This design comes from an exercise in tuning for small area and a short achievable clock period on the open sky130 flow, not from production work. The RTL was checked by simulation tests, not by an equivalence proof against the original design.

==> run F <==
==> flow/design.v (excerpt) <==
module ntt4point(
    input clk, rst,
    input [15:0] in0, in1, in2, in3,
    output [15:0] out0, out1, out2, out3
);
export LEC_CHECK = 0
export CAP_MARGIN = 20
export CORE_MARGIN = 2
export CORE_UTILIZATION = 40
export SLEW_MARGIN = 20
export SYNTH_ARGS = -noabc
export SYNTH_KEEP_MODULES = ntt_fa
export BUFFER_PORTS_ARGS = -buffer_cell sky130_fd_sc_hd__buf_1
export CTS_BUF_LIST = sky130_fd_sc_hd__clkbuf_8
export SETUP_SLACK_MARGIN = 40.2
create_clock -name core_clock -period 60.0 [get_ports {clk}]
standard.sh (not shown) runs the stock make flow with config.mk's settings and CLKGATE_MAP_FILE= SYNTH_SCRIPT=/design/flow/synth_recipe.tcl, a recipe that flattens the netlist after the stock synthesis.
==> flow/flow/run.sh <==
#!/bin/bash
set -euo pipefail
cd "$(dirname "$0")/.."
cat >> config.mk <<'EOC'
export SYNTH_ARGS = -noabc
export SYNTH_KEEP_MODULES = ntt_fa
export DONT_USE_CELLS += sky130_fd_sc_hd__ha_1
export BUFFER_PORTS_ARGS = -buffer_cell sky130_fd_sc_hd__buf_1
export CTS_BUF_LIST = sky130_fd_sc_hd__clkbuf_8
export SETUP_SLACK_MARGIN = 40.2
EOC
bash standard.sh > standard_flow.log 2>&1
==> inputs of run P, as changes to run F <==
--- a/flow/flow/run.sh
+++ b/flow/flow/run.sh
@@ -8,5 +8,5 @@
 export BUFFER_PORTS_ARGS = -buffer_cell sky130_fd_sc_hd__buf_1
 export CTS_BUF_LIST = sky130_fd_sc_hd__clkbuf_8
-export SETUP_SLACK_MARGIN = 40.2
+export SETUP_SLACK_MARGIN = 38.6
 EOC
 bash standard.sh > standard_flow.log 2>&1
--- a/flow/config.mk
+++ b/flow/config.mk
@@ -15,3 +15,3 @@
 export BUFFER_PORTS_ARGS = -buffer_cell sky130_fd_sc_hd__buf_1
 export CTS_BUF_LIST = sky130_fd_sc_hd__clkbuf_8
-export SETUP_SLACK_MARGIN = 40.2
+export SETUP_SLACK_MARGIN = 38.6
==> inputs of run Y, as changes to run F <==
==> flow/flow/run.sh (replaced) <==
#!/bin/bash
set -euo pipefail
cd "$(dirname "$0")/.."
cat >> config.mk <<'EOC'
export SYNTH_ARGS = -noabc
export SYNTH_KEEP_MODULES = ntt_fa
export BUFFER_PORTS_ARGS = -buffer_cell sky130_fd_sc_hd__buf_1
export SETUP_SLACK_MARGIN = 39.8
EOC
bash standard.sh > standard_flow.log 2>&1
--- a/flow/config.mk
+++ b/flow/config.mk
@@ -12,6 +12,4 @@
 export SYNTH_ARGS = -noabc
 export SYNTH_KEEP_MODULES = ntt_fa
-export DONT_USE_CELLS += sky130_fd_sc_hd__ha_1
 export BUFFER_PORTS_ARGS = -buffer_cell sky130_fd_sc_hd__buf_1
-export CTS_BUF_LIST = sky130_fd_sc_hd__clkbuf_8
-export SETUP_SLACK_MARGIN = 40.2
+export SETUP_SLACK_MARGIN = 39.8
==> run notes <==
Run F completed without violations. Run Y passed the timing, design-rule and antenna checks. Run P produced a clean layout.
Of run Y and run P, run P has the higher first-iteration DRC count (gap about 30%, measured against run P).
Worst setup slack: run F > run Y > run P.
Against run Y, the area after synthesis of run F is lower by about 1.6%.
In run F the routed wire length is higher than in run Y, by 7.7%.
The highest critical path depth belongs to run F, the lowest to run Y.
Between run Y and run F, the lower cell count is in run Y (gap about 1.2%, measured against run F).
Synthesized cell count is the same in run P and run F.
In die area, run F and run P do not differ.
==> figures <==
| item | run P | run Y | run F |
|---|---|---|---|
| Status | timing/DRC/antenna clean | timing/DRC/antenna clean | timing/DRC/antenna clean |
| Met1 Routed Length | 13210 um | 12000 um | 13530 um |
| Number of library cell types mapped by synthesis | 82 | 69 | 82 |
| Clock buf count | 7 | 5 | 5 |
| Unrepaired setup endpoints after global routing | true | true | false |
| DP HPWL | 24830 um | 23910 um | 24760 um |
| Synthesized cell area | 11730 sq um | 11920 sq um | 11730 sq um |
| Setup WS post-layout | 39.09 ns | 40.08 ns | 40.44 ns |
| Routed length per placed instance | 18.40 um | 17.39 um | 18.51 um |
| Final standard cell area without fillers | 12600 sq um | 13250 sq um | 13440 sq um |
| Synthesized-area fraction occupied by ao, oa, aoi and oai cells | 9.184% | 6.847% | 9.184% |
| Hold slack final | 12.23 ns | 12.26 ns | 12.23 ns |
| Mean post-synth cell area | 11.41 sq um | 11.60 sq um | 11.41 sq um |
| Library cell contributing the largest single delay on the critical path | sky130_fd_sc_hd__buf_1 | sky130_fd_sc_hd__or4b_4 | sky130_fd_sc_hd__fa_2 |
| Share of post-route cells with drive strength above 1 | 4.639% | 8.718% | 18.87% |
| Worst-case headroom to the max-slew limit | 42.92% | 59.87% | 56.54% |
| Global-route wire length before repair | 45490 um | 43120 um | 46040 um |
| Clock slew at the register clock pins of the worst setup and hold paths | 0.09 ns | 0.06 ns | 0.09 ns |
| Detailed-route via count | 7794 | 7548 | 8073 |


==> inputs of run X <==
Another version of the RTL of ntt4point (not shown whole).
// ntt4point
module ntt4point(
    input clk, rst,
    input [15:0] in0, in1, in2, in3,
    output [15:0] out0, out1, out2, out3
);
Settings: LEC_CHECK=0, CAP_MARGIN=0, CORE_MARGIN=2, CORE_UTILIZATION=60, PLACE_DENSITY=0.8, SLEW_MARGIN=0, SYNTH_ARGS=-noabc, SYNTH_KEEP_MODULES=ntt_fa, BUFFER_PORTS_ARGS=-buffer_cell sky130_fd_sc_hd__buf_1, CTS_BUF_LIST=sky130_fd_sc_hd__clkbuf_8, SETUP_SLACK_MARGIN=39.0; clock period 60.0 ns.
==> flow/flow/run.sh <==
#!/bin/bash
set -euo pipefail
cd "$(dirname "$0")/.."
cat >> config.mk <<'EOC'
export SYNTH_ARGS = -noabc
export SYNTH_KEEP_MODULES = ntt_fa
export DONT_USE_CELLS += sky130_fd_sc_hd__ha_1
export BUFFER_PORTS_ARGS = -buffer_cell sky130_fd_sc_hd__buf_1
export CTS_BUF_LIST = sky130_fd_sc_hd__clkbuf_8
export SETUP_SLACK_MARGIN = 39.0
EOC
bash standard.sh > standard_flow.log 2>&1
==> run K (differences from run X) <==
--- a/flow/flow/run.sh
+++ b/flow/flow/run.sh
@@ -8,5 +8,6 @@
 export BUFFER_PORTS_ARGS = -buffer_cell sky130_fd_sc_hd__buf_1
 export CTS_BUF_LIST = sky130_fd_sc_hd__clkbuf_8
 export SETUP_SLACK_MARGIN = 39.0
+export TNS_END_PERCENT = 0
 EOC
 bash standard.sh > standard_flow.log 2>&1
==> flow/config.mk (replaced) <==
export PLATFORM = sky130hd
export DESIGN_NAME = ntt4point
export DESIGN_NICKNAME = ntt4point
export VERILOG_FILES = /design/flow/design.v
export SDC_FILE = /design/flow/constraint.sdc
export NUM_CORES = 4
export LEC_CHECK = 0
export CAP_MARGIN = 20
export CORE_MARGIN = 2
export CORE_UTILIZATION = 40
export SLEW_MARGIN = 20
export SYNTH_ARGS = -noabc
export SYNTH_KEEP_MODULES = ntt_fa
export DONT_USE_CELLS += sky130_fd_sc_hd__ha_1
export BUFFER_PORTS_ARGS = -buffer_cell sky130_fd_sc_hd__buf_1
export CTS_BUF_LIST = sky130_fd_sc_hd__clkbuf_8
export SETUP_SLACK_MARGIN = 39.0
export TNS_END_PERCENT = 0
==> run M (differences from run X) <==
--- a/flow/config.mk
+++ b/flow/config.mk
@@ -5,11 +5,10 @@
 export SDC_FILE = /design/flow/constraint.sdc
 export NUM_CORES = 4
 export LEC_CHECK = 0
-export CAP_MARGIN = 0
+export CAP_MARGIN = 20
 export CORE_MARGIN = 2
-export CORE_UTILIZATION = 60
-export PLACE_DENSITY = 0.8
-export SLEW_MARGIN = 0
+export CORE_UTILIZATION = 40
+export SLEW_MARGIN = 20
 export SYNTH_ARGS = -noabc
 export SYNTH_KEEP_MODULES = ntt_fa
 export DONT_USE_CELLS += sky130_fd_sc_hd__ha_1
==> comparison table <==
|  | run X | run M | run K |
|---|---|---|---|
| Number of fill cells | 1453 | 2666 | 2667 |
| Non-filler cells in the finished layout | 1284 | 1434 | 1432 |
| Final worst slack | 39.34 ns | 39.39 ns | 39.32 ns |
| Routed Wire Length | 25.1 mm | 25.7 mm | 25.8 mm |
| Final-layout non-clock buffer area share | 3.79% | 3.98% | 3.83% |
| Detailed router's first-iteration violation count | 351 | 383 | 396 |
| Gates resized, CTS repair | 12 | 7 | 5 |
| Result of the run | finished clean | finished clean | finished clean |
| Antenna diode instance count | 0 | 2 | 2 |
| Final period demand of the worst path | 20.66 ns | 20.61 ns | 20.68 ns |
| Placed cell count | 1272 | 1417 | 1417 |
| Met3 global-route usage | 7.42% | 2.31% | 2.31% |
| GRT met1 Usage | 37.0% | 28.2% | 28.2% |


==> inputs of run a <==
ntt4point with an RTL version that a note above also has.
clock: 60.0 ns
lec_check: 0
cap_margin: 20
core_margin: 2
core_utilization: 40
slew_margin: 20
synth_args: -noabc
synth_keep_modules: ntt_fa
buffer_ports_args: -buffer_cell sky130_fd_sc_hd__buf_1
cts_buf_list: sky130_fd_sc_hd__clkbuf_8
setup_slack_margin: 39.4
==> flow/flow/run.sh <==
#!/bin/bash
set -euo pipefail
cd "$(dirname "$0")/.."
cat >> config.mk <<'EOC'
export SYNTH_ARGS = -noabc
export SYNTH_KEEP_MODULES = ntt_fa
export DONT_USE_CELLS += sky130_fd_sc_hd__ha_1
export BUFFER_PORTS_ARGS = -buffer_cell sky130_fd_sc_hd__buf_1
export CTS_BUF_LIST = sky130_fd_sc_hd__clkbuf_8
export SETUP_SLACK_MARGIN = 39.4
EOC
bash standard.sh > standard_flow.log 2>&1
==> inputs of run b, as changes to run a <==
==> flow/flow/run.sh (replaced) <==
#!/bin/bash
set -euo pipefail
cd "$(dirname "$0")/.."
cat >> config.mk <<'EOC'
export SYNTH_ARGS = -noabc
export SYNTH_KEEP_MODULES = ntt_fa
export BUFFER_PORTS_ARGS = -buffer_cell sky130_fd_sc_hd__buf_1
export SETUP_SLACK_MARGIN = 40.3
EOC
bash standard.sh > standard_flow.log 2>&1
--- a/flow/config.mk
+++ b/flow/config.mk
@@ -12,6 +12,4 @@
 export SYNTH_ARGS = -noabc
 export SYNTH_KEEP_MODULES = ntt_fa
-export DONT_USE_CELLS += sky130_fd_sc_hd__ha_1
 export BUFFER_PORTS_ARGS = -buffer_cell sky130_fd_sc_hd__buf_1
-export CTS_BUF_LIST = sky130_fd_sc_hd__clkbuf_8
-export SETUP_SLACK_MARGIN = 39.4
+export SETUP_SLACK_MARGIN = 40.3
==> results.py <==
metrics = {
    "final_layout": {
        "seq_area_share_pct": 8.15,
    },
    "die": {
        "core_region_area_mm2": 0.0288,
        "num_rows": 62,
    },
    "placement": {
        "dp_hpwl_um": 24800,
        "post_dp_cell_area_mm2": 0.0125,
    },
    "global_routing": {
        "antenna_found_initial": 0,
        "grt_busiest_layer": "met1",
        "gr-usage-all-layers_pct": 19.4,
    },
    "critical_path": {
        "required_ns": 60.22,
    },
    "timing": {
        "fin_crit_sh_pct": 33.8,
    },
    "outcome": {
        "outcome": "timing/DRC/antenna clean",
    },
    "routing": {
        "wl_met1_um": 13300,
        "drtPass1Iterations": 5,
    },
    "clocking": {
        "cts_setup_buffers": 0,
    },
}
That was run a.
==> results.py <==
metrics = {
    "routing": {
        "drtPass1Iterations": 4,
        "wl_met1_um": 12700,
    },
    "critical_path": {
        "required_ns": 60.19,
        "slowest_stage": "fa_1",
        "crit_fanout": 10,
    },
    "timing": {
        "tightest_slew_ns": 0.584,
        "setup_viol": 0,
        "fin_crit_sh_pct": 32.4,
    },
    "final_layout": {
        "final_common_cell": "fa_1",
    },
    "global_routing": {
        "gr-usage-all-layers_pct": 18.6,
        "grt_busiest_layer": "met2",
        "antenna_found_initial": 4,
    },
    "die": {
        "core_region_area_mm2": 0.0295,
        "num_rows": 63,
    },
    "clocking": {
        "cts_setup_buffers": 19,
    },
    "placement": {
        "dp_hpwl_um": 24400,
    },
    "outcome": {
        "outcome": "timing/DRC/antenna clean",
    },
}
That was run b.

port drivers added, routing unchanged:
The flow's constraints put no driver on any port. The routed layouts listed below were extracted and timed again, unchanged, in two steps. Step 1 (the two cells are an assumption about what drives the block):
set clk [get_ports {clk}]
set_driving_cell -lib_cell sky130_fd_sc_hd__clkbuf_16 $clk
set_driving_cell -lib_cell sky130_fd_sc_hd__buf_2 [delete_from_list [all_inputs] $clk]
Step 2 times the ports against the registers' clock, not the clock port: input delays grow and output delays shrink by t, the midpoint of the rising clock arrivals with the driver on. Slacks: ideal / step 1 / step 2; pairs: ideal / step 1.
run	t, ns	slack for setup (ns)	worst setup path after step 2	latest minus earliest clock arrival (ns)	slew at the worst register clock pin (ns)
run F	0.369	40.442 / 40.453 / 40.084	input to register	0.011 / 0.011	0.09 / 0.09
run P	0.367	39.089 / 39.105 / 38.738	input to register	0.004 / 0.004	0.09 / 0.09
run Y	0.330	40.085 / 40.094 / 39.764	input to register	0.006 / 0.006	0.06 / 0.06
run X	0.344	39.336 / 39.348 / 39.004	input to register	0.014 / 0.014	0.10 / 0.10
run K	0.353	39.325 / 39.316 / 38.962	input to register	0.008 / 0.007	0.09 / 0.09
run M	0.354	39.393 / 39.375 / 39.021	input to register	0.007 / 0.008	0.09 / 0.09
run a	0.365	39.718 / 39.739 / 39.373	input to register	0.006 / 0.005	0.09 / 0.09
run b	0.336	40.535 / 40.512 / 40.176	input to register	0.009 / 0.009	0.07 / 0.07
After both steps setup and hold are still met in every run listed. For run M, which loses most, drivers alone change the setup slack by -0.018 ns; drivers and shift together by -0.372 ns.
